Background: an optimization exercise with open tools, aiming at small area. Do not read the settings as production practice. In this exercise RTL edits were held to simulation tests only and were not proved equivalent to the original. Power and IR drop assume default switching activity.

==> flow/design.v <==
`timescale 1ns/1ps
module axi_servo_pwm (
    input  wire       resetn,
    input  wire       clk,
    input  wire [7:0] position,
    input  wire [7:0] trim,
    input  wire       enable,
    output reg        servo_ctl
);
    reg [8:0]  lo;
    reg [11:0] hi;
    reg [8:0]  pend;    
    reg [8:0]  tgt;     
    wire lo_end = &{lo[8:3], lo[1]};
    wire wrap   = &{hi[11:7], hi[2:1], lo[8:5]};
    always @(posedge clk) begin
        if (!resetn || !enable || wrap) begin
            hi <= 12'd30;
            lo <= 9'd89;
        end else if (lo_end) begin
            hi <= hi + 12'd1;
            lo <= 9'd0;
        end else
            lo <= lo + 9'd1;
    end
    wire [8:0] sum = {1'b0, ~position[7], position[6:0]} + {1'b0, ~trim[7], trim[6:0]};
    always @(posedge clk) begin
        if (wrap) begin
            pend <= sum;
            tgt  <= pend;
        end
    end
    wire le_min = (hi < 12'd128) || (hi == 12'd128 && lo <= 9'd402);
    wire le_max = (hi < 12'd385) || (hi == 12'd385 && lo <= 9'd103);
    wire le_tgt = hi[8:0] <= tgt;
    always @(posedge clk)
        servo_ctl <= resetn && enable && le_max && (le_min || le_tgt);
endmodule
`timescale 1ns / 1ps
module axi_servo_ctl #
   (
    parameter integer C_AXI_DATA_WIDTH  = 32,
    parameter integer C_CLK_FREQ_HZ     = 100000000,
    parameter integer C_AXI_ADDR_WIDTH  = 32,
    parameter integer C_NUM_SERVOS      = 8,
    parameter integer C_PERIOD_US       = 20000,
    parameter integer C_DUTY_MIN_US     = 500,
    parameter integer C_DUTY_MAX_US     = 1800
)  (
    output wire [7:0]                     servo_ctl,
    input wire                            s_axi_aclk,
    input wire                            s_axi_aresetn,
    input wire [C_AXI_ADDR_WIDTH-1:0]     s_axi_awaddr,
    input wire [2:0]                      s_axi_awprot,
    input wire                            s_axi_awvalid,
    output wire                           s_axi_awready,
    input wire [C_AXI_DATA_WIDTH-1:0]     s_axi_wdata,
    input wire                            s_axi_wvalid,
    output wire                           s_axi_wready,
    output wire [1:0]                     s_axi_bresp,
    output reg                            s_axi_bvalid,
    input wire                            s_axi_bready,
    input wire [C_AXI_ADDR_WIDTH-1:0]     s_axi_araddr,
    input wire [2:0]                      s_axi_arprot,
    input wire                            s_axi_arvalid,
    output reg                            s_axi_arready,
    output reg [C_AXI_DATA_WIDTH-1:0]     s_axi_rdata,
    output wire [1:0]                     s_axi_rresp,
    output reg                            s_axi_rvalid,
    input wire                            s_axi_rready
    );
    reg [17*32-1:0] regs;
    reg aw_rdy;
    assign s_axi_awready = aw_rdy;
    assign s_axi_wready  = aw_rdy;
    assign s_axi_bresp   = 2'b00;
    assign s_axi_rresp   = 2'b00;
    always @(posedge s_axi_aclk)
        aw_rdy <= s_axi_aresetn && !aw_rdy && s_axi_awvalid && s_axi_wvalid;
    wire wren = aw_rdy && s_axi_awvalid && s_axi_wvalid;
    always @(posedge s_axi_aclk) begin
        if (!s_axi_aresetn)
            s_axi_bvalid <= 1'b0;
        else if (wren && !s_axi_bvalid)
            s_axi_bvalid <= 1'b1;
        else if (s_axi_bready && s_axi_bvalid)
            s_axi_bvalid <= 1'b0;
    end
    wire [4:0]  widx = s_axi_awaddr[6:2];
    wire [31:0] wd   = s_axi_wdata & {32{s_axi_aresetn}};
    genvar k;
    generate
        for (k = 0; k < 17; k = k + 1) begin : g_reg
            always @(posedge s_axi_aclk)
                if (!s_axi_aresetn || (wren && widx == k))
                    regs[32 * k +: 32] <= wd;
        end
    endgenerate
    always @(posedge s_axi_aclk) begin
        if (!s_axi_aresetn)
            s_axi_arready <= 1'b0;
        else
            s_axi_arready <= !s_axi_arready && s_axi_arvalid;
    end
    wire rden = s_axi_arready && s_axi_arvalid && !s_axi_rvalid;
    always @(posedge s_axi_aclk) begin
        if (!s_axi_aresetn)
            s_axi_rvalid <= 1'b0;
        else if (rden)
            s_axi_rvalid <= 1'b1;
        else if (s_axi_rvalid && s_axi_rready)
            s_axi_rvalid <= 1'b0;
    end
    wire [4:0] ridx = s_axi_araddr[6:2];
    reg [31:0] rmux;
    always @(*) begin
        rmux = 32'd0;
        if (ridx <= 5'd16)
            rmux = regs[32 * ridx +: 32];
    end
    always @(posedge s_axi_aclk)
        if (rden)
            s_axi_rdata <= rmux;
    genvar i;
    generate
        for (i = 0; i < 8; i = i + 1) begin : g_servo
            axi_servo_pwm pwm (
                .resetn    ( s_axi_aresetn           ),
                .clk       ( s_axi_aclk              ),
                .position  ( regs[32 * (2 * i + 2) +: 8] ),
                .trim      ( regs[32 * (2 * i + 1) +: 8] ),
                .enable    ( regs[i]                 ),
                .servo_ctl ( servo_ctl[i]            )
            );
        end
    endgenerate
endmodule
==> flow/run.sh <==
#!/bin/bash
# synth_recipe.tcl (not shown) runs the flow's synth.tcl, then flattens the netlist and writes it again
# the make line also repeats each setting of config.mk as NAME=value (left out here)
make -C /OpenROAD-flow-scripts/flow DESIGN_CONFIG=/design/flow/config.mk WORK_HOME=/design/flow/orfs CLKGATE_MAP_FILE= SYNTH_SCRIPT=/design/flow/synth_recipe.tcl finish
==> flow/config.mk <==
export PLATFORM = sky130hd
export DESIGN_NAME = axi_servo_ctl
export DESIGN_NICKNAME = axi_servo_ctl
export VERILOG_FILES = /design/flow/design.v
export SDC_FILE = /design/flow/constraint.sdc
export NUM_CORES = 4
export LEC_CHECK = 0
export CAP_MARGIN = 20
export CORE_MARGIN = 2
export CORE_UTILIZATION = 40
export SLEW_MARGIN = 20
==> flow/constraint.sdc <==
create_clock -name core_clock -period 10.0 [get_ports {s_axi_aclk}]
set_input_delay 2.0000 -clock core_clock [delete_from_list [all_inputs] [get_ports {s_axi_aclk}]]
set_output_delay 2.0000 -clock core_clock [all_outputs]
set_load 0.01 [all_outputs]
==> metrics.cfg, run 1 <==
[setup_path]
reg2reg_to=regs[106]$_DFFE_PP_
reg2reg_from=aw_rdy$_DFF_P_
crit_type=input pin to flop
critPathArrivalTime_ps=4990
crit_fanout=45
start_kind=input pin
r2r_slack_ps=7410
reg2reg_depth=4
cp.required_ps=10360
end_kind=flop

[worst_hold_path]
worstHoldStart=g_servo[1].pwm.pend[7]$_DFFE_PP_
hold_path.class=flop to flop
hold-path-endpoint=g_servo[1].pwm.tgt[7]$_DFFE_PP_
min_path_cells=0

[drt]
wl_per_cell_um=20.3
viasPerCell=5.33
drc=0
firstDrtPassIters=5
totalWireLength_um=85600
postRouteAntennaNets=0
vias=22500
drt-initial-drc-count=1650

[synthesis]
ys_seq_area_frac=0.647
yosysUniqueCellTypes=62
async_flop_share=0
synthCells=2717
syn-cell-area_sq_mm=0.0390
synth_seq_cells=900
avgSynthCellArea_sq_um=14.3
ys.flop_type=edfxtp_1
synth-edff-count=720
yosys_warnings=2

[global_routing]
antenna_found_initial=2
grt_max_degree=66
grt_use_total=0.171
grt_pass1_vias=22800
grt_pass1_wl_um=131000
grt-ovfl-total=0

[power]
p_leak_nw=15.7
ir_drop_uv=144
power_mw=8.47
p_per_area_mw_per_mm2=190

[timing]
max_freq_ghz=0.216
hold_violations=0
skew_ps=27.7
rsz0062_at_grt=false
fin_tns_setup_ps=0
setup_violations=0
fin_crit_sh=0.464
drv_slew=0
hold_slack_ps=414
min_period_ps=4640
tightest_slew_ps=1030
relSlewSlack=0.311

[clock_network]
root_buffer=clkbuf_16
clk_latency_ps=660
hold_buffers=0
cts_htree_levels=3
cts_resized=0
cts.sinks=900
cts.clk_slew.worst_paths_ps=60
cts_made_buffers=97
cts_tree=built
postCtsSetupBuffers=0
clockBufferDepth=3

[final_layout]
final_cells=4215
final_core_util=0.463
num-nets-final=3151
nFillCells=8278
synthToLayoutAreaGrowth_pct=14.7
layout-drive-gt1-share=0.122

[floorplanning]
die-area_sq_mm=0.0999
io_pins=158
core-area_sq_mm=0.0966
die_h_um=316
fp.dieW_um=316
start_util=0.403
rows=114

[run_status]
status=no timing/DRC/antenna violations

[place]
routabilityCongestion=0.840
numPortBuffers=93
dp_hpwl_um=52000
placed_cells=4035

[run]
cap_violations=0

-- per-layer routing --
layer | up-vias | track usage | part of all wire
met2 | 538 | 0.291 | 0.49
met4 | 0 | 0.0515 | 0.026
met1 | 11300 | 0.226 | 0.43
met3 | 128 | 0.0279 | 0.051
li1 | 10500 | - | -
met5 | - | 0 | 0
-- synthesized netlist by cell type, types with 14 or more instances --
cell,instances,share of area
nor4_1,16,0.0026
xor2_1,76,0.017
a21o_1,18,0.0035
xnor2_1,85,0.019
nand3_1,72,0.0092
nand4_1,45,0.0072
edfxtp_1,720,0.55
nor2_1,244,0.024
o21a_1,26,0.0050
mux4_2,128,0.074
inv_1,123,0.012
nor2b_1,38,0.0061
or3_1,20,0.0032
a21oi_1,124,0.016
nor3_1,30,0.0039
nand2_1,121,0.012
o21ai_0,142,0.018
buf_2,28,0.0036
and2_1,35,0.0056
ha_1,176,0.057
buf_4,14,0.0027
clkbuf_1,42,0.0040
dfxtp_1,180,0.092
and3_1,20,0.0032
mux2i_1,65,0.017
-- through the flow --
| step | setup WS, ps | instance area (sq um) |
|---|---|---|
| final | 5360 | 44700 |
| after detailed placement | 4680 | 41600 |
| after global routing | 5250 | 44700 |
| after floorplan | 4710 | 39000 |
| after CTS | 5380 | 44700 |
| after global placement | 4700 | 41600 |
-- final cells by class --
type                       instances  area (sq um)  share of cell area
timing repair buffer             128          1190              0.0266
inverter                         123           462              0.0103
tap                             1276          1600              0.0357
multi-input combinational       1608         13100               0.293
sequential                       900         25200               0.564
clock buffer                     133          2730              0.0611
antenna                            1          2.50           0.0000560
clock inverter                    46           377             0.00843
-- cell families (layout without fill, tap and decap cells) --
logic type | Yosys count | in the layout | share of synthesized area
xor+xnor | 161 | 161 | 0.0362
other cells | 1 | 5 | 0.0000962
mux | 193 | 193 | 0.0907
fa+ha+maj | 184 | 184 | 0.0606
buf+inv | 212 | 430 | 0.0228
simple gates | 695 | 695 | 0.0872
flops | 900 | 900 | 0.647
compound gates | 371 | 371 | 0.0551
-- report_power, final --
group	switching, mW	internal, mW	leakage [nW]	total (mW)
Sequential	0.0794	4.28	8.29	4.36
Clock	1.47	2.00	1.53	3.47
Combinational	0.362	0.285	5.92	0.647
-- placed cells by master (no fill, tap or decap), types with 11 or more instances in the layout --
cell	Yosys	final
a21o_1	18	18
a21oi_1	124	124
a31oi_1	11	11
and2_1	35	35
and3_1	20	20
buf_4	14	38
clkbuf_1	42	22
clkbuf_16	0	100
clkbuf_8	0	11
clkdlybuf4s50_1	0	89
clkinv_1	0	15
clkinv_2	0	16
dfxtp_1	180	180
edfxtp_1	720	720
ha_1	176	176
inv_1	123	123
mux2i_1	65	65
mux4_2	128	128
nand2_1	121	121
nand3_1	72	72
nand4_1	45	45
nor2_1	244	243
nor2b_1	38	38
nor3_1	30	28
o21a_1	26	26
o21ai_0	142	125
o21ai_4	0	17
or2_2	11	11
or3_1	20	20
or4_1	13	13
xnor2_1	85	85
xor2_1	76	76
-- sequential cells by signal, indices dropped and copies added, names as in the netlist --
name                   cells
g_servo.pwm.hi            96
s_axi_bvalid               1
g_servo.pwm.tgt           72
g_servo.pwm.servo_ctl      8
s_axi_rvalid               1
aw_rdy                     1
s_axi_arready              1
g_servo.pwm.lo            72
g_servo.pwm.pend          72
regs                     544
s_axi_rdata               32
-- worst max-delay path by stage --
stage                                from  slack, ps  cells after the start                            to
final                     s_axi_araddr[3]       5360                      8  s_axi_rdata[1]$_SDFFCE_PN0P_
after global routing      s_axi_araddr[3]       5250                      8  s_axi_rdata[2]$_SDFFCE_PN0P_
after CTS                 s_axi_araddr[3]       5380                      8  s_axi_rdata[1]$_SDFFCE_PN0P_
after detailed placement  s_axi_araddr[3]       4680                      8  s_axi_rdata[1]$_SDFFCE_PN0P_
after global placement    s_axi_araddr[3]       4700                      8  s_axi_rdata[0]$_SDFFCE_PN0P_
after floorplan              s_axi_wvalid       4710                      3            regs[32]$_DFFE_PP_
-- worst max-delay path: stages --
cell	delay (ps)
buf_4	510
buf_4	660
buf_4	690
mux4_2	450
mux2i_1	150
nor2_1	80
a21oi_1	250
o21ai_0	130
==> run 2: changes to the inputs <==
--- a/flow/design.v
+++ b/flow/design.v
@@ -9,30 +9,44 @@
 );
     reg [8:0]  lo;
     reg [11:0] hi;
-    reg [8:0]  pend;    
-    reg [8:0]  tgt;     
-    wire lo_end = &{lo[8:3], lo[1]};
-    wire wrap   = &{hi[11:7], hi[2:1], lo[8:5]};
+    reg [8:0]  pend;
+    reg [8:0]  tgt;
+    wire [9:0] lo_inc = {1'b0, lo} + 10'd1;
+    wire lo_end = lo_inc[9];
+    wire wrap   = &{hi[11:7], hi[2:1], lo[8:5], lo[2], lo[0]};    
+    wire clr    = !resetn || !enable || wrap;
     always @(posedge clk) begin
-        if (!resetn || !enable || wrap) begin
-            hi <= 12'd30;
-            lo <= 9'd89;
-        end else if (lo_end) begin
-            hi <= hi + 12'd1;
-            lo <= 9'd0;
-        end else
-            lo <= lo + 9'd1;
+        lo <= clr ? 9'd94  : (lo_inc[8:0] | {6'd0, lo_end, 1'b0, lo_end});
+        hi <= clr ? 12'd30 : hi + {11'd0, lo_end};
     end
-    wire [8:0] sum = {1'b0, ~position[7], position[6:0]} + {1'b0, ~trim[7], trim[6:0]};
-    always @(posedge clk) begin
+    wire [7:0] a = {~position[7], position[6:0]};
+    wire [7:0] b = {~trim[7], trim[6:0]};
+    wire [8:0] c;
+    wire [8:0] sum;
+    assign c[0] = 1'b0;
+    genvar n;
+    generate
+        for (n = 0; n < 8; n = n + 1) begin : g_add
+            assign sum[n]   = a[n] ^ b[n] ^ c[n];
+            assign c[n + 1] = (a[n] & b[n]) | (a[n] & c[n]) | (b[n] & c[n]);
+        end
+    endgenerate
+    assign sum[8] = c[8];
+    always @(posedge clk)
         if (wrap) begin
             pend <= sum;
             tgt  <= pend;
         end
-    end
-    wire le_min = (hi < 12'd128) || (hi == 12'd128 && lo <= 9'd402);
-    wire le_max = (hi < 12'd385) || (hi == 12'd385 && lo <= 9'd103);
-    wire le_tgt = hi[8:0] <= tgt;
+    wire [9:0] k;
+    assign k[0] = 1'b1;
+    generate
+        for (n = 0; n < 9; n = n + 1) begin : g_cmp
+            assign k[n + 1] = (tgt[n] & ~hi[n]) | (tgt[n] & k[n]) | (~hi[n] & k[n]);
+        end
+    endgenerate
+    wire le_tgt = k[9];
+    wire le_min = (hi < 12'd128) || (hi == 12'd128 && lo <= 9'd407);
+    wire le_max = (hi < 12'd385) || (hi == 12'd385 && lo <= 9'd108);
     always @(posedge clk)
         servo_ctl <= resetn && enable && le_max && (le_min || le_tgt);
 endmodule
@@ -113,10 +127,11 @@
     end
     wire [4:0] ridx = s_axi_araddr[6:2];
     reg [31:0] rmux;
+    integer j;
     always @(*) begin
         rmux = 32'd0;
-        if (ridx <= 5'd16)
-            rmux = regs[32 * ridx +: 32];
+        for (j = 0; j < 17; j = j + 1)
+            rmux = rmux | (regs[32 * j +: 32] & {32{ridx == j}});
     end
     always @(posedge s_axi_aclk)
         if (rden)
--- a/flow/config.mk
+++ b/flow/config.mk
@@ -5,7 +5,8 @@
 export SDC_FILE = /design/flow/constraint.sdc
 export NUM_CORES = 4
 export LEC_CHECK = 0
-export CAP_MARGIN = 20
+export CAP_MARGIN = 0
 export CORE_MARGIN = 2
-export CORE_UTILIZATION = 40
-export SLEW_MARGIN = 20
+export CORE_UTILIZATION = 60
+export CTS_BUF_LIST = sky130_fd_sc_hd__clkbuf_4
+export SLEW_MARGIN = 0
==> run 2 against run 1 <==
Synthesized cell count shrank 9.4%. Flip-flop and latch count is the same. Cell count shrank 13%. Clock-buffer cell count grew 176. Critical path type unchanged. Register-to-register slack lost 1300 ps. Still clean on timing, DRC and antenna. Design area shrank 9.1%. Clock power shrank 14%. Global-route usage grew 12 points. Sequential share of layout area grew 5.7 points.
==> metrics.cfg, run 2 <==
[global_routing]
grt_use_total=0.288  ; was 0.171
grt-ovfl-total=0  ; unchanged
grt_max_degree=43  ; was 66
grt_pass1_vias=21800  ; was 22800
grt_pass1_wl_um=129000  ; was 131000 um
antenna_found_initial=3  ; was 2

[clock_network]
cts.clk_slew.worst_paths_ps=70  ; was 60 ps
cts_htree_levels=4  ; was 3
cts_resized=0  ; unchanged
hold_buffers=0  ; unchanged
cts.sinks=900  ; unchanged
postCtsSetupBuffers=0  ; unchanged
root_buffer=clkbuf_4  ; was clkbuf_16
clockBufferDepth=3  ; unchanged
cts_tree=built  ; unchanged
cts_made_buffers=219  ; was 97
clk_latency_ps=1060  ; was 660 ps

[synthesis]
yosysUniqueCellTypes=73  ; was 62
netlist.area_leader.share=0.607  ; was 0.555
syn-cell-area_sq_mm=0.0356  ; was 0.0390 sq mm
avgSynthCellArea_sq_um=14.5  ; was 14.3 sq um
yosysMostFrequentCell=edfxtp_1  ; unchanged
synth_compound_area_frac=0.0880  ; was 0.0551
synth_top_family_by_area=simple AND/OR/NAND/NOR gates  ; was multiplexers
synth_seq_cells=900  ; unchanged
synth_common_cells=720 x edfxtp_1, 180 x dfxtp_1, 168 x nor2_1  ; was 720 x edfxtp_1, 244 x nor2_1, 180 x dfxtp_1
async_flop_share=0  ; unchanged
synth_fa_ha_area_frac=0.0508  ; was 0.0606
synth_area_leaders=edfxtp_1 61%, dfxtp_1 10%, a22oi_1 3.2%  ; was edfxtp_1 55%, dfxtp_1 9.2%, mux4_2 7.4%
synthMuxAreaShare=0.000913  ; was 0.0907
synth-edff-count=720  ; unchanged
yosys_warnings=2  ; unchanged
yosys.area.top_type=edfxtp_1  ; unchanged
synthCells=2461  ; was 2717
ys_seq_area_frac=0.708  ; was 0.647
yosys.area_share.simple=0.0966  ; was 0.0872
synth_xor_area_frac=0.0310  ; was 0.0362
ys.flop_type=edfxtp_1  ; unchanged

[setup_path]
critPathArrivalTime_ps=5210  ; was 4990 ps
r2r_slack_ps=6070  ; was 7410 ps
cpMaxStageDelayCell=nor3_2  ; was buf_4
end_kind=flop  ; unchanged
crit_fanout=25  ; was 45
cp.required_ps=10870  ; was 10360 ps
start_kind=input pin  ; unchanged
max_stage_delay_ps=800  ; was 690 ps
crit_type=input pin to flop  ; unchanged
critPathBufInv=2  ; was 3
reg2reg_depth=10  ; was 4
path_delay_family=simple AND/OR/NAND/NOR gates  ; was buffers and inverters
reg2reg_to=g_servo[1].pwm.pend[7]$_DFFE_PP_  ; was regs[106]$_DFFE_PP_
worstPathCellList=clkdlybuf4s50_1 -> and2b_1 -> nand2b_1 -> nor3_2 -> buf_4 -> a22o_1 -> a221oi_1 -> and3_1 -> nand4_1  ; was buf_4 -> buf_4 -> buf_4 -> mux4_2 -> mux2i_1 -> nor2_1 -> a21oi_1 -> o21ai_0
reg2reg_from=regs[96]$_DFFE_PP_  ; was aw_rdy$_DFF_P_

[place]
dpl_worst_slack_ps=4710  ; was 4680 ps
dpl-instance-area_sq_mm=0.0378  ; was 0.0416 sq mm
placed_cells=3287  ; was 4035
routabilityCongestion=0.901  ; was 0.840
dp_hpwl_um=50400  ; was 52000 um
numPortBuffers=93  ; unchanged

[power]
power_mw=7.84  ; was 8.47 mW
p_leak_nw=14.3  ; was 15.7 nW
ir_drop_uv=123  ; was 144 uV
p_per_area_mw_per_mm2=193  ; was 190 mW/mm^2

[final_layout]
synthToLayoutAreaGrowth_pct=14.0  ; was 14.7%
top_register=regs  ; unchanged
final_area_sq_mm=0.0406  ; was 0.0447 sq mm
seq_area_sq_mm=0.0252  ; unchanged
final_common_cell=edfxtp_1  ; unchanged
largest_reg_flops=544  ; unchanged
final_core_util=0.690  ; was 0.463
layout-drive-gt1-share=0.153  ; was 0.122
reg.largest.list=regs (544), g_servo.pwm.hi (96)  ; unchanged
multi_input_comb_area_sq_mm=0.00986  ; was 0.0131 sq mm
final_cells=3684  ; was 4215
mostFrequentLayoutCells=720 x edfxtp_1, 309 x clkbuf_4, 180 x dfxtp_1, 161 x nor2_1, 151 x a22oi_1  ; was 720 x edfxtp_1, 243 x nor2_1, 180 x dfxtp_1, 176 x ha_1, 128 x mux4_2
nFillCells=4157  ; was 8278
num-nets-final=2940  ; was 3151

[timing]
max_freq_ghz=0.231  ; was 0.216 GHz
min_period_ps=4340  ; was 4640 ps
relSlewSlack=0.311  ; about the same
drv_slew=0  ; unchanged
rsz0062_at_grt=false  ; unchanged
tightest_slew_ps=1030  ; about the same
hold_violations=0  ; unchanged
hold_slack_ps=408  ; was 414 ps
setup_violations=0  ; unchanged
finalWorstSetupSlack_ps=5660  ; was 5360 ps
fin_crit_sh=0.434  ; was 0.464
fin_tns_setup_ps=0  ; unchanged
skew_ps=35.1  ; was 27.7 ps

[drt]
wl_met1_um=34500  ; was 36900 um
wl_per_cell_um=23.5  ; was 20.3 um
postRouteAntennaNets=0  ; unchanged
totalWireLength_um=86600  ; was 85600 um
met2WireLength_um=42100  ; was 42000 um
firstDrtPassIters=6  ; was 5
top_layer=met5  ; was met4
drc=0  ; unchanged
wl_met3_um=7300  ; was 4360 um
viasPerCell=6.00  ; was 5.33
drt-initial-drc-count=1940  ; was 1650
vias=22100  ; was 22500

[floorplanning]
core-area_sq_mm=0.0589  ; was 0.0966 sq mm
die_h_um=248  ; was 316 um
rows=89  ; was 114
die-area_sq_mm=0.0613  ; was 0.0999 sq mm
fp.dieW_um=248  ; was 316 um
io_pins=158  ; unchanged
start_util=0.605  ; was 0.403

[worst_hold_path]
min_path_cells=0  ; unchanged
hold_path.class=flop to flop  ; unchanged
hold-path-endpoint=g_servo[1].pwm.tgt[8]$_DFFE_PP_  ; was g_servo[1].pwm.tgt[7]$_DFFE_PP_
worstHoldStart=g_servo[1].pwm.pend[8]$_DFFE_PP_  ; was g_servo[1].pwm.pend[7]$_DFFE_PP_

[run]
cap_violations=0  ; unchanged

[run_status]
status=no timing/DRC/antenna violations  ; unchanged

## run 2: cell count changes in the layout (fill, tap and decap cells not counted), moves of 48 or more
cell / change
clkbuf_4: +308
a21oi_1: -83
nor2_1: -82
mux2i_1: -64
a22oi_1: +150
o21ai_0: -92
mux4_2: -128
fa_1: +48
ha_1: -136
clkbuf_16: -100
## run 2: metal layers
metal  up-vias  GRT usage
met5         -          0
met4         2      0.120
met3       170     0.0615
met2       993      0.469
met1     10900      0.378
li1      10000          -
## run 2: power by group
group	switching [mW]	total [mW]	internal (mW)
Sequential	0.0920	4.37	4.28
Combinational	0.312	0.473	0.161
Clock	1.44	3.00	1.56
## run 2: logic make-up (layout without fill, tap and decap cells)
group                    after synthesis  count (layout)
flip-flops                           900             900
AND/OR/NAND/NOR                      684             684
AO/OA/AOI/OAI                        422             422
buffers and inverters                211             651
XOR/XNOR                             126             126
adder cells (fa/ha/maj)              114             114
multiplexers                           3               3
other                                  1              11
## run 2: layout make-up
class	count	area share
multi-input cells	1353	0.243
repair buffers	143	0.0321
clock buffers	309	0.0571
inverters	118	0.0109
flip-flops and latches	900	0.621
well taps	773	0.0238
clock inverters	81	0.0121
diodes	7	0.000431
## run 2: worst max path at each step
stage | startpoint | end | slack [ps] | depth (start not counted)
after detailed placement | s_axi_araddr[5] | s_axi_rdata[2]$_DFFE_PP_ | 4710 | 9
after CTS | s_axi_araddr[5] | s_axi_rdata[2]$_DFFE_PP_ | 5860 | 9
after global placement | s_axi_araddr[5] | s_axi_rdata[2]$_DFFE_PP_ | 4760 | 9
after floorplan | s_axi_awaddr[3] | regs[288]$_DFFE_PP_ | 4730 | 2
after global routing | s_axi_araddr[5] | s_axi_rdata[2]$_DFFE_PP_ | 5690 | 9
final | s_axi_araddr[5] | s_axi_rdata[2]$_DFFE_PP_ | 5660 | 9
## run 2: worst reg2reg max path: stages (launching register included)
cell	delay, ps
edfxtp_1	420
ha_1	230
fa_1	380
fa_1	470
fa_1	440
fa_1	430
fa_1	390
fa_1	380
inv_1	80
fa_1	480
inv_1	90
==> run 3: changes to the inputs <==
--- a/flow/config.mk
+++ b/flow/config.mk
@@ -8,5 +8,5 @@
 export CAP_MARGIN = 0
 export CORE_MARGIN = 2
 export CORE_UTILIZATION = 60
-export CTS_BUF_LIST = sky130_fd_sc_hd__clkbuf_4
+export CTS_BUF_LIST = sky130_fd_sc_hd__clkbuf_8
 export SLEW_MARGIN = 0
==> run 3 against run 2 <==
Highest routed layer unchanged. Register-to-register slack about the same. Cell count decreased by 3.4%. Wire length decreased by 0.61%. Clock-buffer cell count decreased by 153. Largest cell class unchanged.
==> metrics.cfg, run 3 <==
[global_routing]
grt_pass1_vias=21200  ; was 21800
grt_max_degree=43  ; unchanged
grt-ovfl-total=0  ; unchanged
grt_use_total=0.286  ; was 0.288
antenna_found_initial=2  ; was 3
grt_pass1_wl_um=128000  ; was 129000 um

[drt]
viasPerCell=6.08  ; was 6.00
drc=0  ; unchanged
vias=21600  ; was 22100
firstDrtPassIters=10  ; was 6
totalWireLength_um=86100  ; was 86600 um
drt-initial-drc-count=1906  ; was 1940
postRouteAntennaNets=0  ; unchanged
wl_per_cell_um=24.2  ; was 23.5 um

[final_layout]
mostFrequentLayoutCells=720 x edfxtp_1, 180 x dfxtp_1, 171 x inv_1, 161 x nor2_1, 156 x clkbuf_8  ; was 720 x edfxtp_1, 309 x clkbuf_4, 180 x dfxtp_1, 161 x nor2_1, 151 x a22oi_1
top_register=regs  ; unchanged
largest_reg_flops=544  ; unchanged
reg.largest.list=regs (544), g_servo.pwm.hi (96)  ; unchanged
final_area_sq_mm=0.0406  ; about the same
synthToLayoutAreaGrowth_pct=13.8  ; was 14.0%
layout-drive-gt1-share=0.106  ; was 0.153
num-nets-final=2868  ; was 2940
final_common_cell=edfxtp_1  ; unchanged

[clock_network]
cts_resized=0  ; unchanged
cts_htree_levels=4  ; unchanged
cts.sinks=900  ; unchanged
root_buffer=clkbuf_8  ; was clkbuf_4
cts_tree=built  ; unchanged
postCtsSetupBuffers=0  ; unchanged
cts.clk_slew.worst_paths_ps=60  ; was 70 ps
cts_made_buffers=147  ; was 219
clockBufferDepth=3  ; unchanged
clk_latency_ps=810  ; was 1060 ps
hold_buffers=0  ; unchanged

[timing]
max_freq_ghz=0.219  ; was 0.231 GHz
drv_slew=0  ; unchanged
hold_violations=0  ; unchanged
tightest_slew_ps=1010  ; was 1030 ps
fin_tns_setup_ps=0  ; unchanged
fin_crit_sh=0.456  ; was 0.434
skew_ps=37.7  ; was 35.1 ps
relSlewSlack=0.321  ; was 0.311
setup_violations=0  ; unchanged
rsz0062_at_grt=false  ; unchanged
min_period_ps=4560  ; was 4340 ps

[synthesis]
avgSynthCellArea_sq_um=14.5  ; unchanged
yosysMostFrequentCell=edfxtp_1  ; unchanged
ys.flop_type=edfxtp_1  ; unchanged
netlist.area_leader.share=0.607  ; unchanged
synth_area_leaders=edfxtp_1 61%, dfxtp_1 10%, a22oi_1 3.2%  ; unchanged
synth-edff-count=720  ; unchanged
synthCells=2461  ; unchanged
ys_seq_area_frac=0.708  ; unchanged
yosys_warnings=2  ; unchanged
yosysUniqueCellTypes=73  ; unchanged
yosys.area.top_type=edfxtp_1  ; unchanged
synth_seq_cells=900  ; unchanged
syn-cell-area_sq_mm=0.0356  ; unchanged
async_flop_share=0  ; unchanged
synth_common_cells=720 x edfxtp_1, 180 x dfxtp_1, 168 x nor2_1  ; unchanged

[floorplanning]
fp.dieW_um=248  ; unchanged
core-area_sq_mm=0.0589  ; unchanged
rows=89  ; unchanged
io_pins=158  ; unchanged
die-area_sq_mm=0.0613  ; unchanged
start_util=0.605  ; unchanged
die_h_um=248  ; unchanged

[place]
dpl-instance-area_sq_mm=0.0378  ; unchanged
numPortBuffers=93  ; unchanged
dp_hpwl_um=50400  ; unchanged
routabilityCongestion=0.901  ; unchanged

[setup_path]
worstPathCellList=clkdlybuf4s50_1 -> and2b_1 -> nand2b_1 -> nor3_2 -> buf_4 -> a22o_1 -> a221oi_1 -> and3_1 -> nand4_1  ; unchanged
cpMaxStageDelayCell=nor3_2  ; unchanged
end_kind=flop  ; unchanged
max_stage_delay_ps=790  ; was 800 ps
crit_type=input pin to flop  ; unchanged
critPathArrivalTime_ps=5180  ; was 5210 ps
cp.required_ps=10610  ; was 10870 ps
start_kind=input pin  ; unchanged
crit_fanout=25  ; unchanged

[power]
p_leak_nw=14.2  ; was 14.3 nW
p_per_area_mw_per_mm2=193  ; about the same
ir_drop_uv=144  ; was 123 uV
power_mw=7.84  ; about the same

[worst_hold_path]
hold_path.class=flop to flop  ; unchanged

[run_status]
status=no timing/DRC/antenna violations  ; unchanged

[run]
cap_violations=0  ; unchanged

==> run 3: cells by family after synthesis <==
logic type / count (synthesis) / share of synthesized area
muxes: 3 / 0.000913
AOI/OAI and AO/OA: 422 / 0.0880
other: 1 / 0.000105
DFF: 900 / 0.708
and+or+nand+nor: 684 / 0.0966
adders and majority gates: 114 / 0.0508
xor gates and xnor gates: 126 / 0.0310
buffers and inverters: 211 / 0.0247
==> run 3: final cells by class <==
type / count / area [sq um]
flip-flops and latches: 900 / 25200
diodes: 1 / 2.50
clock buffers: 156 / 2150
inverters: 118 / 443
repair buffers: 143 / 1300
clock inverters: 113 / 613
fillers: 4081 / 18400
well taps: 773 / 967
multi-input cells: 1353 / 9860
==> run 3: worst paths after layout <==
kind / startpoint / endpoint / slack [ps] / depth (start not counted)
worst max-delay path: s_axi_araddr[5] / s_axi_rdata[2]$_DFFE_PP_ / 5440 / 9
worst min-delay path: g_servo[2].pwm.pend[2]$_DFFE_PP_ / g_servo[2].pwm.tgt[2]$_DFFE_PP_ / 410 / 0
worst max register to register: regs[96]$_DFFE_PP_ / g_servo[1].pwm.pend[7]$_DFFE_PP_ / 6080 / 10
worst min register to register: g_servo[2].pwm.pend[2]$_DFFE_PP_ / g_servo[2].pwm.tgt[2]$_DFFE_PP_ / 410 / 0
==> run 3: routing by layer <==
metal  part of all wire  track usage  vias to the layer above  wire length [um]
met5            0.00016            0                        -                14
met4              0.032        0.117                        2              2780
met3              0.077       0.0554                      185              6610
met2               0.49        0.468                      899             41900
met1               0.40        0.379                    10800             34700
li1                   -            -                     9767                 -
==> run 3: critical path: cells and delay by family <==
kind	cells	cell delay [ps]
AO/OA/AOI/OAI	2	280
AND/OR/NAND/NOR	5	1570
buffers and inverters	2	1310
==> run 3: power by group <==
part	switching [mW]	internal [mW]	total [mW]
logic	0.311	0.161	0.472
registers	0.0922	4.28	4.37
clock network	1.42	1.57	2.99
==> run 3: metrics by stage <==
step | hold WS (ps) | cells | setup slack (ps) | utilization
2_1_floorplan | 400 | 2464 | 4730 | -
3_3_place_gp | 401 | 3287 | 4760 | 0.642
3_5_place_dp | 405 | 3287 | 4710 | 0.642
4_1_cts | 412 | 3556 | 5570 | 0.688
5_1_grt | 422 | 3557 | 5430 | 0.688
6_report | 411 | 3557 | 5440 | 0.688
==> run 4: changes to the inputs <==
--- a/flow/config.mk
+++ b/flow/config.mk
@@ -8,5 +8,7 @@
 export CAP_MARGIN = 0
 export CORE_MARGIN = 2
 export CORE_UTILIZATION = 60
-export CTS_BUF_LIST = sky130_fd_sc_hd__clkbuf_8
+export CTS_BUF_LIST = sky130_fd_sc_hd__clkbuf_16
+export CTS_CLUSTER_DIAMETER = 80
+export CTS_CLUSTER_SIZE = 26
 export SLEW_MARGIN = 0
==> run 4 against run 3 <==
Still clean. Wire length fell by 2.5%. Area after synthesis did not move. Fmax fell by 4.3%. Synthesized cell count did not move. Sequential share of layout area rose by 2.2 points. Clock power fell by 32%. Critical path depth did not move. First-iteration DRC count fell by 1.9%. Cell count fell by 5.4%. Critical path type unchanged. Highest routed layer unchanged.
==> metrics.cfg, run 4 <==
[drt]
viasPerCell=6.19  ; was 6.08
firstDrtPassIters=6  ; was 10
totalWireLength_um=83900  ; was 86100 um
vias=20800  ; was 21600
drc=0  ; unchanged
postRouteAntennaNets=0  ; unchanged
drt-initial-drc-count=1869  ; was 1906
wl_per_cell_um=24.9  ; was 24.2 um

[setup_path]
path_delay_family=simple AND/OR/NAND/NOR gates  ; unchanged
critPathBufInv=2  ; unchanged
cp.depth=9  ; unchanged
reg2reg_from=regs[96]$_DFFE_PP_  ; unchanged
reg2reg_depth=10  ; unchanged
crit_start=s_axi_araddr[5]  ; unchanged
crit_fanout=25  ; unchanged
critPathArrivalTime_ps=5200  ; was 5180 ps
cp.required_ps=10430  ; was 10610 ps
cpMaxStageDelayCell=nor3_2  ; unchanged
end_kind=flop  ; unchanged
worstPathCellList=clkdlybuf4s50_1 -> and2b_1 -> nand2b_1 -> nor3_2 -> buf_4 -> a22o_1 -> a221oi_1 -> and3_1 -> nand4_1  ; unchanged
r2r_slack_ps=6080  ; about the same
start_kind=input pin  ; unchanged
max_stage_delay_ps=810  ; was 790 ps
endpoint=s_axi_rdata[2]$_DFFE_PP_  ; unchanged
reg2reg_to=g_servo[1].pwm.pend[7]$_DFFE_PP_  ; unchanged
crit_type=input pin to flop  ; unchanged

[timing]
hold_slack_ps=424  ; was 411 ps
tightest_slew_ps=1040  ; was 1010 ps
fin_tns_setup_ps=0  ; unchanged
setup_violations=0  ; unchanged
skew_ps=20.9  ; was 37.7 ps
hold_violations=0  ; unchanged
max_freq_ghz=0.210  ; was 0.219 GHz
drv_slew=0  ; unchanged
fin_crit_sh=0.477  ; was 0.456
min_period_ps=4770  ; was 4560 ps
rsz0062_at_grt=false  ; unchanged
relSlewSlack=0.302  ; was 0.321

[global_routing]
grt_pass1_wl_um=124000  ; was 128000 um
top_usage_layer=met2  ; unchanged
antenna_found_initial=1  ; was 2
use_met1=0.376  ; was 0.379
grt_use_met3=0.0410  ; was 0.0554
grt-ovfl-total=0  ; unchanged
grt_use_met2=0.458  ; was 0.468
grt_use_total=0.275  ; was 0.286
grt_max_degree=43  ; unchanged
grt_pass1_vias=20200  ; was 21200

[clock_network]
root_buffer=clkbuf_16  ; was clkbuf_8
clk_latency_ps=610  ; was 810 ps
cts_resized=0  ; unchanged
cts.clk_slew.worst_paths_ps=90  ; was 60 ps
cts_made_buffers=43  ; was 147
clockBufferDepth=3  ; unchanged
cts_htree_levels=2  ; was 4
cts_tree=built  ; unchanged
postCtsSetupBuffers=0  ; unchanged
cts.sinks=900  ; unchanged
hold_buffers=0  ; unchanged

[synthesis]
netlist.area_leader.share=0.607  ; unchanged
synthCells=2461  ; unchanged
synth-edff-count=720  ; unchanged
async_flop_share=0  ; unchanged
synth_seq_cells=900  ; unchanged
yosysMostFrequentCell=edfxtp_1  ; unchanged
syn-cell-area_sq_mm=0.0356  ; unchanged
ys.flop_type=edfxtp_1  ; unchanged
yosys_warnings=2  ; unchanged
synth_common_cells=720 x edfxtp_1, 180 x dfxtp_1, 168 x nor2_1  ; unchanged
synth_area_leaders=edfxtp_1 61%, dfxtp_1 10%, a22oi_1 3.2%  ; unchanged
ys_seq_area_frac=0.708  ; unchanged
yosys.area.top_type=edfxtp_1  ; unchanged
yosysUniqueCellTypes=73  ; unchanged
avgSynthCellArea_sq_um=14.5  ; unchanged

[final_layout]
num-nets-final=2764  ; was 2868
reg.largest.list=regs (544), g_servo.pwm.hi (96)  ; unchanged
nFillCells=4157  ; was 4081
synthToLayoutAreaGrowth_pct=9.90  ; was 13.8%
largest_reg_flops=544  ; unchanged
final_common_cell=edfxtp_1  ; unchanged
layout-drive-gt1-share=0.0659  ; was 0.106
mostFrequentLayoutCells=720 x edfxtp_1, 180 x dfxtp_1, 161 x nor2_1, 151 x a22oi_1, 142 x nand2_1  ; was 720 x edfxtp_1, 180 x dfxtp_1, 171 x inv_1, 161 x nor2_1, 156 x clkbuf_8
top_register=regs  ; unchanged
diodes=0  ; was 1
multi_input_comb_area_sq_mm=0.00986  ; unchanged
seq_area_sq_mm=0.0252  ; unchanged

[run]
cap_violations=0  ; unchanged

[place]
routabilityCongestion=0.901  ; unchanged
numPortBuffers=93  ; unchanged
dp_hpwl_um=50400  ; unchanged

[floorplanning]
die-area_sq_mm=0.0613  ; unchanged
fp.dieW_um=248  ; unchanged
start_util=0.605  ; unchanged
core-area_sq_mm=0.0589  ; unchanged
die_h_um=248  ; unchanged
io_pins=158  ; unchanged
rows=89  ; unchanged

[run_status]
status=no timing/DRC/antenna violations  ; unchanged

[power]
p_per_area_mw_per_mm2=175  ; was 193 mW/mm^2
p_leak_nw=13.4  ; was 14.2 nW
power_mw=6.86  ; was 7.84 mW
ir_drop_uv=151  ; was 144 uV

[worst_hold_path]
hold_path.class=flop to flop  ; unchanged

## run 4: worst min-delay path by stage
stage                                          start                              end  slack (ps)  depth (start not counted)
global placement    g_servo[3].pwm.pend[3]$_DFFE_PP_  g_servo[3].pwm.tgt[3]$_DFFE_PP_         400                          0
detailed placement  g_servo[0].pwm.pend[0]$_DFFE_PP_  g_servo[0].pwm.tgt[0]$_DFFE_PP_         400                          0
global route        g_servo[3].pwm.pend[3]$_DFFE_PP_  g_servo[3].pwm.tgt[3]$_DFFE_PP_         430                          0
finish              g_servo[5].pwm.pend[0]$_DFFE_PP_  g_servo[5].pwm.tgt[0]$_DFFE_PP_         420                          0
CTS                 g_servo[2].pwm.pend[2]$_DFFE_PP_  g_servo[2].pwm.tgt[2]$_DFFE_PP_         430                          0
floorplan           g_servo[0].pwm.pend[0]$_DFFE_PP_  g_servo[0].pwm.tgt[0]$_DFFE_PP_         400                          0
## run 4: cells by family (layout without fill, tap and decap cells)
family | count (synthesis) | in the layout | synth area share
AO/OA/AOI/OAI | 422 | 422 | 0.0880
XOR/XNOR | 126 | 126 | 0.0310
buffers and inverters | 211 | 340 | 0.0247
other | 1 | 4 | 0.000105
flip-flops | 900 | 900 | 0.708
multiplexers | 3 | 3 | 0.000913
adder cells (fa/ha/maj) | 114 | 114 | 0.0508
AND/OR/NAND/NOR | 684 | 684 | 0.0966
## run 4: cell type report
class / count / area share
clock buffer: 47 / 0.0300
clock inverter: 32 / 0.00470
multi-input combinational: 1353 / 0.252
inverter: 118 / 0.0113
timing repair buffer: 143 / 0.0333
tap: 773 / 0.0247
sequential: 900 / 0.644
## run 4: per-layer routing
layer	wire [um]	vias to the layer above
li1	-	9460
met4	2760	2
met1	33800	10400
met2	40600	817
met5	19	-
met3	6670	151
## run 4: power breakdown
| group | total (mW) | internal [mW] | leakage (nW) | switching, mW |
|---|---|---|---|---|
| Clock | 2.03 | 0.873 | 0.749 | 1.15 |
| Combinational | 0.470 | 0.161 | 4.35 | 0.310 |
| Sequential | 4.36 | 4.27 | 8.30 | 0.0912 |
| Total | 6.86 | 5.31 | 13.4 | 1.56 |
## run 4: through the flow
stage          std cells   util  setup WS, ps  instance area (sq um)
2_1_floorplan       2464      -          4730                  35600
3_3_place_gp        3287  0.642          4760                  37800
3_5_place_dp        3287  0.642          4710                  37800
4_1_cts             3366  0.665          5350                  39200
5_1_grt             3366  0.665          5190                  39200
6_report            3366  0.665          5230                  39200
==> run 5: changes to the inputs <==
--- a/flow/config.mk
+++ b/flow/config.mk
@@ -9,6 +9,6 @@
 export CORE_MARGIN = 2
 export CORE_UTILIZATION = 60
 export CTS_BUF_LIST = sky130_fd_sc_hd__clkbuf_16
-export CTS_CLUSTER_DIAMETER = 80
-export CTS_CLUSTER_SIZE = 26
+export CTS_CLUSTER_DIAMETER = 90
+export CTS_CLUSTER_SIZE = 30
 export SLEW_MARGIN = 0
==> run 5 against run 4 <==
Still clean. Die area unchanged. Flip-flop and latch count unchanged. Total power decreased by 1.5%. Clock-buffer cell count decreased by 6. Sequential power about the same. Critical path type unchanged. Clock skew decreased by 3.1 ps. Critical path depth unchanged. Design area decreased by 0.40%. Worst setup slack got worse by 34 ps. Largest cell class unchanged. Cell count decreased by 0.45%.
==> metrics.cfg, run 5 <==
[worst_hold_path]
min_path_cells=0  ; unchanged
hold-path-endpoint=g_servo[5].pwm.tgt[0]$_DFFE_PP_  ; unchanged
worstHoldStart=g_servo[5].pwm.pend[0]$_DFFE_PP_  ; unchanged
hold_path.class=flop to flop  ; unchanged

[clock_network]
cts_htree_levels=2  ; unchanged
cts_resized=0  ; unchanged
clockBufferDepth=3  ; unchanged
cts_tree=built  ; unchanged
postCtsSetupBuffers=0  ; unchanged
hold_buffers=0  ; unchanged
root_buffer=clkbuf_16  ; unchanged
cts.clk_slew.worst_paths_ps=100  ; was 90 ps
cts.sinks=900  ; unchanged
clk_latency_ps=600  ; was 610 ps
cts_made_buffers=38  ; was 43

[final_layout]
seq_area_sq_mm=0.0252  ; unchanged
layout-drive-gt1-share=0.0652  ; was 0.0659
top_register=regs  ; unchanged
final_common_cell=edfxtp_1  ; unchanged
synthToLayoutAreaGrowth_pct=9.46  ; was 9.90%
nFillCells=4186  ; was 4157
final_core_util=0.662  ; was 0.665
reg.largest.list=regs (544), g_servo.pwm.hi (96)  ; unchanged
num-nets-final=2759  ; was 2764
multi_input_comb_area_sq_mm=0.00986  ; unchanged
mostFrequentLayoutCells=720 x edfxtp_1, 180 x dfxtp_1, 161 x nor2_1, 151 x a22oi_1, 142 x nand2_1  ; unchanged
final_cells=3351  ; was 3366
largest_reg_flops=544  ; unchanged

[timing]
finalWorstSetupSlack_ps=5200  ; was 5230 ps
drv_slew=0  ; unchanged
relSlewSlack=0.297  ; was 0.302
min_period_ps=4800  ; was 4770 ps
fin_crit_sh=0.480  ; was 0.477
rsz0062_at_grt=false  ; unchanged
skew_ps=17.8  ; was 20.9 ps
tightest_slew_ps=1050  ; was 1040 ps
fin_tns_setup_ps=0  ; unchanged
setup_violations=0  ; unchanged
hold_violations=0  ; unchanged
max_freq_ghz=0.208  ; was 0.210 GHz

[synthesis]
synth-edff-count=720  ; unchanged
synth_seq_cells=900  ; unchanged
avgSynthCellArea_sq_um=14.5  ; unchanged
yosysMostFrequentCell=edfxtp_1  ; unchanged
ys_seq_area_frac=0.708  ; unchanged
netlist.area_leader.share=0.607  ; unchanged
ys.flop_type=edfxtp_1  ; unchanged
yosys.area.top_type=edfxtp_1  ; unchanged
syn-cell-area_sq_mm=0.0356  ; unchanged
synthCells=2461  ; unchanged
yosysUniqueCellTypes=73  ; unchanged
async_flop_share=0  ; unchanged
synth_common_cells=720 x edfxtp_1, 180 x dfxtp_1, 168 x nor2_1  ; unchanged
synth_area_leaders=edfxtp_1 61%, dfxtp_1 10%, a22oi_1 3.2%  ; unchanged
yosys_warnings=2  ; unchanged

[setup_path]
crit_type=input pin to flop  ; unchanged
start_kind=input pin  ; unchanged
r2r_slack_ps=6060  ; was 6080 ps
critPathArrivalTime_ps=5230  ; was 5200 ps
worstPathCellList=clkdlybuf4s50_1 -> and2b_1 -> nand2b_1 -> nor3_2 -> buf_4 -> a22o_1 -> a221oi_1 -> and3_1 -> nand4_1  ; unchanged
reg2reg_from=regs[96]$_DFFE_PP_  ; unchanged
end_kind=flop  ; unchanged
cpMaxStageDelayCell=nor3_2  ; unchanged
reg2reg_depth=10  ; unchanged
crit_fanout=25  ; unchanged
reg2reg_to=g_servo[1].pwm.pend[7]$_DFFE_PP_  ; unchanged
max_stage_delay_ps=810  ; about the same
cp.required_ps=10430  ; about the same

[power]
p_leak_nw=13.3  ; was 13.4 nW
power_mw=6.76  ; was 6.86 mW
ir_drop_uv=192  ; was 151 uV
p_per_area_mw_per_mm2=173  ; was 175 mW/mm^2

[floorplanning]
start_util=0.605  ; unchanged
core-area_sq_mm=0.0589  ; unchanged
io_pins=158  ; unchanged
fp.dieW_um=248  ; unchanged
rows=89  ; unchanged
die_h_um=248  ; unchanged
die-area_sq_mm=0.0613  ; unchanged

[run_status]
status=no timing/DRC/antenna violations  ; unchanged

[place]
dp_hpwl_um=50400  ; unchanged
numPortBuffers=93  ; unchanged
dpl_worst_slack_ps=4710  ; unchanged
routabilityCongestion=0.901  ; unchanged
placed_cells=3287  ; unchanged

[global_routing]
grt_use_total=0.276  ; was 0.275
grt_pass1_wl_um=124000  ; about the same
grt_max_degree=43  ; unchanged
grt_pass1_vias=20100  ; was 20200
antenna_found_initial=1  ; unchanged
grt-ovfl-total=0  ; unchanged

[drt]
drc=0  ; unchanged
postRouteAntennaNets=0  ; unchanged
totalWireLength_um=84100  ; was 83900 um
wl_per_cell_um=25.1  ; was 24.9 um
vias=20900  ; was 20800
met2WireLength_um=40700  ; was 40600 um
wl_met1_um=34100  ; was 33800 um
viasPerCell=6.24  ; was 6.19
wl_met3_um=6360  ; was 6670 um
top_layer=met4  ; was met5
firstDrtPassIters=7  ; was 6
drt-initial-drc-count=2149  ; was 1869

[run]
cap_violations=0  ; unchanged

==> run 5: cell counts after synthesis <==
Identical to the previous run, type by type.
==> run 5: per-layer routing <==
layer  vias up  track usage
li1       9452            -
met1     10400        0.377
met2       856        0.459
met3       152       0.0394
met4         0       0.0925
met5         -            0
==> run 5: through the flow <==
step                      hold WS, ps  cell area (sq um)
after CTS                         429              39000
after floorplan                   400              35600
after detailed placement          405              37800
after global routing              435              39000
final                             427              39000
after global placement            401              37800
==> run 5: area by class of cell <==
type,instances,share of cell area
Clock buffer,41,0.0263
Inverter,118,0.0114
Antenna cell,1,0.0000642
Clock inverter,22,0.00449
Tap cell,773,0.0248
Sequential cell,900,0.647
Multi-Input combinational cell,1353,0.253
Timing Repair Buffer,143,0.0334
==> run 5: power breakdown <==
group	leakage [nW]	switching, mW	total (mW)	internal, mW
sequential	8.30	0.0918	4.36	4.27
combinational	4.35	0.310	0.471	0.161
clock	0.617	1.13	1.93	0.793
total	13.3	1.53	6.76	5.23
==> run 5: how the worst max path moves through the flow <==
| stage | startpoint | slack (ps) | end | depth (start not counted) |
|---|---|---|---|---|
| 2_1_floorplan | s_axi_awaddr[3] | 4730 | regs[288]$_DFFE_PP_ | 2 |
| 3_3_place_gp | s_axi_araddr[5] | 4760 | s_axi_rdata[2]$_DFFE_PP_ | 9 |
| 3_5_place_dp | s_axi_araddr[5] | 4710 | s_axi_rdata[2]$_DFFE_PP_ | 9 |
| 4_1_cts | s_axi_araddr[5] | 5350 | s_axi_rdata[2]$_DFFE_PP_ | 9 |
| 5_1_grt | s_axi_araddr[5] | 5220 | s_axi_rdata[2]$_DFFE_PP_ | 9 |
| 6_report | s_axi_araddr[5] | 5200 | s_axi_rdata[2]$_DFFE_PP_ | 9 |
==> run 5: logic make-up after synthesis <==
family,after synthesis,share of synthesized area
and+or+nand+nor,684,0.0966
other,1,0.000105
muxes,3,0.000913
DFF,900,0.708
adders and majority gates,114,0.0508
AOI/OAI and AO/OA,422,0.0880
buffers and inverters,211,0.0247
xor gates and xnor gates,126,0.0310
==> run 5: worst max-delay path: cells and delay by family <==
family	cells	cell delay [ps]
buffers and inverters	2	1310
and+or+nand+nor	5	1610
AOI/OAI and AO/OA	2	290
==> run 6: changes to the inputs <==
==> flow/flow/run.sh (new file) <==
#!/bin/bash
# Layout flow: the standard ORFS flow (standard.sh), with
#  - port buffers of the smallest buffer cell (buf_1) instead of the default choice,
#  - a clock tree of clkbuf_8 leaf clusters without balancing dummy loads.
# Everything else, synthesis included, is the standard flow. Full tool output goes to
# logs under this folder (orfs/logs/...) and the make output to flow_make.log.
set -euo pipefail
bash standard.sh \
  "BUFFER_PORTS_ARGS=-buffer_cell sky130_fd_sc_hd__buf_1" \
  "CTS_ARGS=-sink_clustering_enable -repair_clock_nets -dont_use_dummy_load -buf_list sky130_fd_sc_hd__clkbuf_8 -sink_clustering_size 16 -sink_clustering_max_diameter 50" \
  finish > flow_make.log 2>&1
==> flow/standard.sh (new file) <==
#!/bin/bash
# synth_recipe.tcl (not shown) runs the flow's synth.tcl, then flattens the netlist and writes it again
# the make line also repeats each setting of config.mk as NAME=value (left out here)
make -C /OpenROAD-flow-scripts/flow DESIGN_CONFIG=/design/flow/config.mk WORK_HOME=/design/flow/orfs CLKGATE_MAP_FILE= SYNTH_SCRIPT=/design/flow/synth_recipe.tcl "${@:-finish}"
--- a/flow/config.mk
+++ b/flow/config.mk
@@ -8,7 +8,4 @@
 export CAP_MARGIN = 0
 export CORE_MARGIN = 2
 export CORE_UTILIZATION = 60
-export CTS_BUF_LIST = sky130_fd_sc_hd__clkbuf_16
-export CTS_CLUSTER_DIAMETER = 90
-export CTS_CLUSTER_SIZE = 30
 export SLEW_MARGIN = 0
removed: flow/run.sh
==> run 6 against run 5 <==
Area after synthesis stayed put. Design area is 1.6% lower. Fmax is 8.3% higher. Clock power is 3% lower. Total power is 0.95% lower. Worst hold slack worse by 33 ps.
==> metrics.cfg, run 6 <==
[worst_hold_path]
worstHoldStart=g_servo[1].pwm.pend[3]$_DFFE_PP_  ; was g_servo[5].pwm.pend[0]$_DFFE_PP_
hold-path-endpoint=g_servo[1].pwm.tgt[3]$_DFFE_PP_  ; was g_servo[5].pwm.tgt[0]$_DFFE_PP_
min_path_cells=0  ; unchanged
hold_path.class=flop to flop  ; unchanged

[clock_network]
clockBufferDepth=3  ; unchanged
cts_resized=0  ; unchanged
root_buffer=clkbuf_8  ; was clkbuf_16
clk_latency_ps=690  ; was 600 ps
cts_htree_levels=3  ; was 2
cts_made_buffers=85  ; was 38
postCtsSetupBuffers=0  ; unchanged
cts_tree=built  ; unchanged
hold_buffers=0  ; unchanged
cts.clk_slew.worst_paths_ps=90  ; was 100 ps
cts.sinks=900  ; unchanged

[drt]
viasPerCell=6.23  ; was 6.24
vias=21000  ; was 20900
drt-initial-drc-count=2049  ; was 2149
postRouteAntennaNets=0  ; unchanged
totalWireLength_um=85400  ; was 84100 um
wl_per_cell_um=25.3  ; was 25.1 um
firstDrtPassIters=6  ; was 7
drc=0  ; unchanged

[synthesis]
ys.flop_type=edfxtp_1  ; unchanged
yosysMostFrequentCell=edfxtp_1  ; unchanged
yosysUniqueCellTypes=73  ; unchanged
yosys_warnings=2  ; unchanged
synth_seq_cells=900  ; unchanged
synth-edff-count=720  ; unchanged
netlist.area_leader.share=0.607  ; unchanged
synth_area_leaders=edfxtp_1 61%, dfxtp_1 10%, a22oi_1 3.2%  ; unchanged
synthCells=2461  ; unchanged
ys_seq_area_frac=0.708  ; unchanged
avgSynthCellArea_sq_um=14.5  ; unchanged
syn-cell-area_sq_mm=0.0356  ; unchanged
synth_common_cells=720 x edfxtp_1, 180 x dfxtp_1, 168 x nor2_1  ; unchanged
async_flop_share=0  ; unchanged
yosys.area.top_type=edfxtp_1  ; unchanged

[place]
placed_cells=3283  ; was 3287
dpl-instance-area_sq_mm=0.0372  ; was 0.0378 sq mm
dp_hpwl_um=49700  ; was 50400 um
numPortBuffers=93  ; unchanged
routabilityCongestion=0.880  ; was 0.901

[power]
p_leak_nw=13.0  ; was 13.3 nW
netSwitchingPower_mw=1.52  ; was 1.53 mW
switching_share=0.228  ; was 0.227
pwr-share-seq=0.652  ; was 0.646
pwr-share-comb=0.068  ; was 0.070
ir_drop_uv=134  ; was 192 uV
p_per_area_mw_per_mm2=174  ; was 173 mW/mm^2
p_int_mw=5.17  ; was 5.23 mW
p_clk_frac=0.280  ; was 0.285

[setup_path]
critPathArrivalTime_ps=4920  ; was 5230 ps
start_kind=input pin  ; unchanged
reg2reg_depth=10  ; unchanged
crit_fanout=24  ; was 25
cp.required_ps=10480  ; was 10430 ps
r2r_slack_ps=6090  ; was 6060 ps
critPathBufInv=2  ; unchanged
reg2reg_from=regs[416]$_DFFE_PP_  ; was regs[96]$_DFFE_PP_
crit_type=input pin to flop  ; unchanged
worstPathCellList=buf_1 -> nand2_1 -> nor4_4 -> buf_4 -> a22oi_1 -> and3_1 -> nand4_1  ; was clkdlybuf4s50_1 -> and2b_1 -> nand2b_1 -> nor3_2 -> buf_4 -> a22o_1 -> a221oi_1 -> and3_1 -> nand4_1
path_delay_family=simple AND/OR/NAND/NOR gates  ; unchanged
end_kind=flop  ; unchanged
cpMaxStageDelayCell=nor4_4  ; was nor3_2
max_stage_delay_ps=760  ; was 810 ps
reg2reg_to=g_servo[6].pwm.pend[7]$_DFFE_PP_  ; was g_servo[1].pwm.pend[7]$_DFFE_PP_

[timing]
min_period_ps=4430  ; was 4800 ps
drv_slew=0  ; unchanged
tightest_slew_ps=898  ; was 1050 ps
skew_ps=60.5  ; was 17.8 ps
relSlewSlack=0.397  ; was 0.297
max_freq_ghz=0.226  ; was 0.208 GHz
setup_violations=0  ; unchanged
fin_tns_setup_ps=0  ; unchanged
fin_crit_sh=0.443  ; was 0.480
rsz0062_at_grt=false  ; unchanged
hold_slack_ps=394  ; was 427 ps
hold_violations=0  ; unchanged

[final_layout]
top_register=regs  ; unchanged
layout-drive-gt1-share=0.0755  ; was 0.0652
num-nets-final=2802  ; was 2759
reg.largest.list=regs (544), g_servo.pwm.hi (96)  ; unchanged
synthToLayoutAreaGrowth_pct=7.74  ; was 9.46%
seq_area_sq_mm=0.0252  ; unchanged
nFillCells=4318  ; was 4186
final_core_util=0.652  ; was 0.662
multi_input_comb_area_sq_mm=0.00988  ; was 0.00986 sq mm
final_common_cell=edfxtp_1  ; unchanged
final_cells=3370  ; was 3351
mostFrequentLayoutCells=720 x edfxtp_1, 180 x dfxtp_1, 161 x nor2_1, 151 x a22oi_1, 142 x nand2_1  ; unchanged
final_area_sq_mm=0.0384  ; was 0.0390 sq mm
largest_reg_flops=544  ; unchanged

[floorplanning]
io_pins=158  ; unchanged
die_h_um=248  ; unchanged
fp.dieW_um=248  ; unchanged
rows=89  ; unchanged
core-area_sq_mm=0.0589  ; unchanged
start_util=0.605  ; unchanged
die-area_sq_mm=0.0613  ; unchanged

[global_routing]
grt_use_total=0.282  ; was 0.276
grt_max_degree=47  ; was 43
grt_pass1_wl_um=127000  ; was 124000 um
antenna_found_initial=2  ; was 1
grt-ovfl-total=0  ; unchanged
grt_pass1_vias=20700  ; was 20100

[run_status]
status=no timing/DRC/antenna violations  ; unchanged

[run]
cap_violations=0  ; unchanged

[run 6: cell counts after synthesis]
No cell type changed its count.
[run 6: worst reg2reg max path: cells and delay by family, from the launching register on]
| family | cells | cell delay [ps] |
|---|---|---|
| buf+inv | 2 | 170 |
| flops | 1 | 410 |
| fa+ha+maj | 8 | 3160 |
[run 6: area by class of cell]
cell class	instances	area share
Antenna cell	2	0.000130
Clock buffer	85	0.0305
Inverter	118	0.0115
Multi-Input combinational cell	1353	0.257
Sequential cell	900	0.657
Tap cell	773	0.0252
Timing Repair Buffer	139	0.0182
[run 6: cells by family after synthesis]
group,count (synthesis),share of synthesized area
buf+inv,211,0.0247
xor+xnor,126,0.0310
simple gates,684,0.0966
fa+ha+maj,114,0.0508
other cells,1,0.000105
flops,900,0.708
mux,3,0.000913
compound gates,422,0.0880
[run 6: per-stage QoR]
stage / total power [mW] / setup WS, ps
after detailed placement: 4.91 / 4960
after global placement: 4.89 / 5020
after CTS: 6.74 / 5690
final: 6.70 / 5570
after floorplan: 4.65 / 4730
after global routing: 6.92 / 5580
[run 6: metal layers]
layer	vias up	wire length [um]	track usage
met5	-	10	0
met4	2	3000	0.107
met3	167	6850	0.0434
met2	887	41300	0.463
met1	10400	34300	0.385
li1	9482	-	-
[run 6: worst max path at each step]
stage,startpoint,to,slack [ps],cells after the start
finish,s_axi_araddr[3],s_axi_rdata[2]$_DFFE_PP_,5570,7
global route,s_axi_araddr[3],s_axi_rdata[7]$_DFFE_PP_,5580,8
CTS,s_axi_araddr[3],s_axi_rdata[7]$_DFFE_PP_,5690,8
detailed placement,s_axi_araddr[3],s_axi_rdata[7]$_DFFE_PP_,4960,8
global placement,s_axi_araddr[3],s_axi_rdata[7]$_DFFE_PP_,5020,8
floorplan,s_axi_awaddr[3],regs[288]$_DFFE_PP_,4730,2
[run 6: power by group through the flow]
stage / clock, mW / sequential, mW / combinational [mW]
after detailed placement: 0 / 4.45 / 0.454
final: 1.88 / 4.37 / 0.453
after global placement: 0 / 4.44 / 0.447
after CTS: 1.92 / 4.37 / 0.456
after global routing: 2.05 / 4.39 / 0.486
after floorplan: 0 / 4.43 / 0.224

-- afterwards: timing with drivers on the ports --
How much do the figures lean on ideal ports? The routed layouts below were timed once more, with nothing changed but the port constraints.
Step 1, drivers: a clkbuf_16 drives s_axi_aclk and a buf_2 each remaining input, both assumed.
Step 2, shift: input delay + t, output delay - t, t = (earliest + latest rising clock arrival at the registers) / 2. This alone moves slack from input paths to output paths.
a / b / c = no drivers / after step 1 / after step 2; a / b = the first two.
run | t, ns | slack for setup (ns) | worst setup path after step 2 | worst register clock-pin slew, ns
run 1 | 0.712 | 5.365 / 5.405 / 4.693 | input to register | 0.06 / 0.06
run 2 | 1.118 | 5.663 / 5.697 / 4.579 | input to register | 0.08 / 0.08
run 3 | 0.851 | 5.437 / 5.472 / 4.621 | input to register | 0.07 / 0.07
run 4 | 0.669 | 5.233 / 5.271 / 4.602 | input to register | 0.10 / 0.10
run 5 | 0.663 | 5.199 / 5.235 / 4.573 | input to register | 0.11 / 0.11
run 6 | 0.738 | 5.566 / 5.600 / 4.862 | input to register | 0.10 / 0.10
After both steps setup and hold are still met in every run listed. For run 2, which loses most, drivers alone change the setup slack by +0.034 ns; drivers and shift together by -1.084 ns.
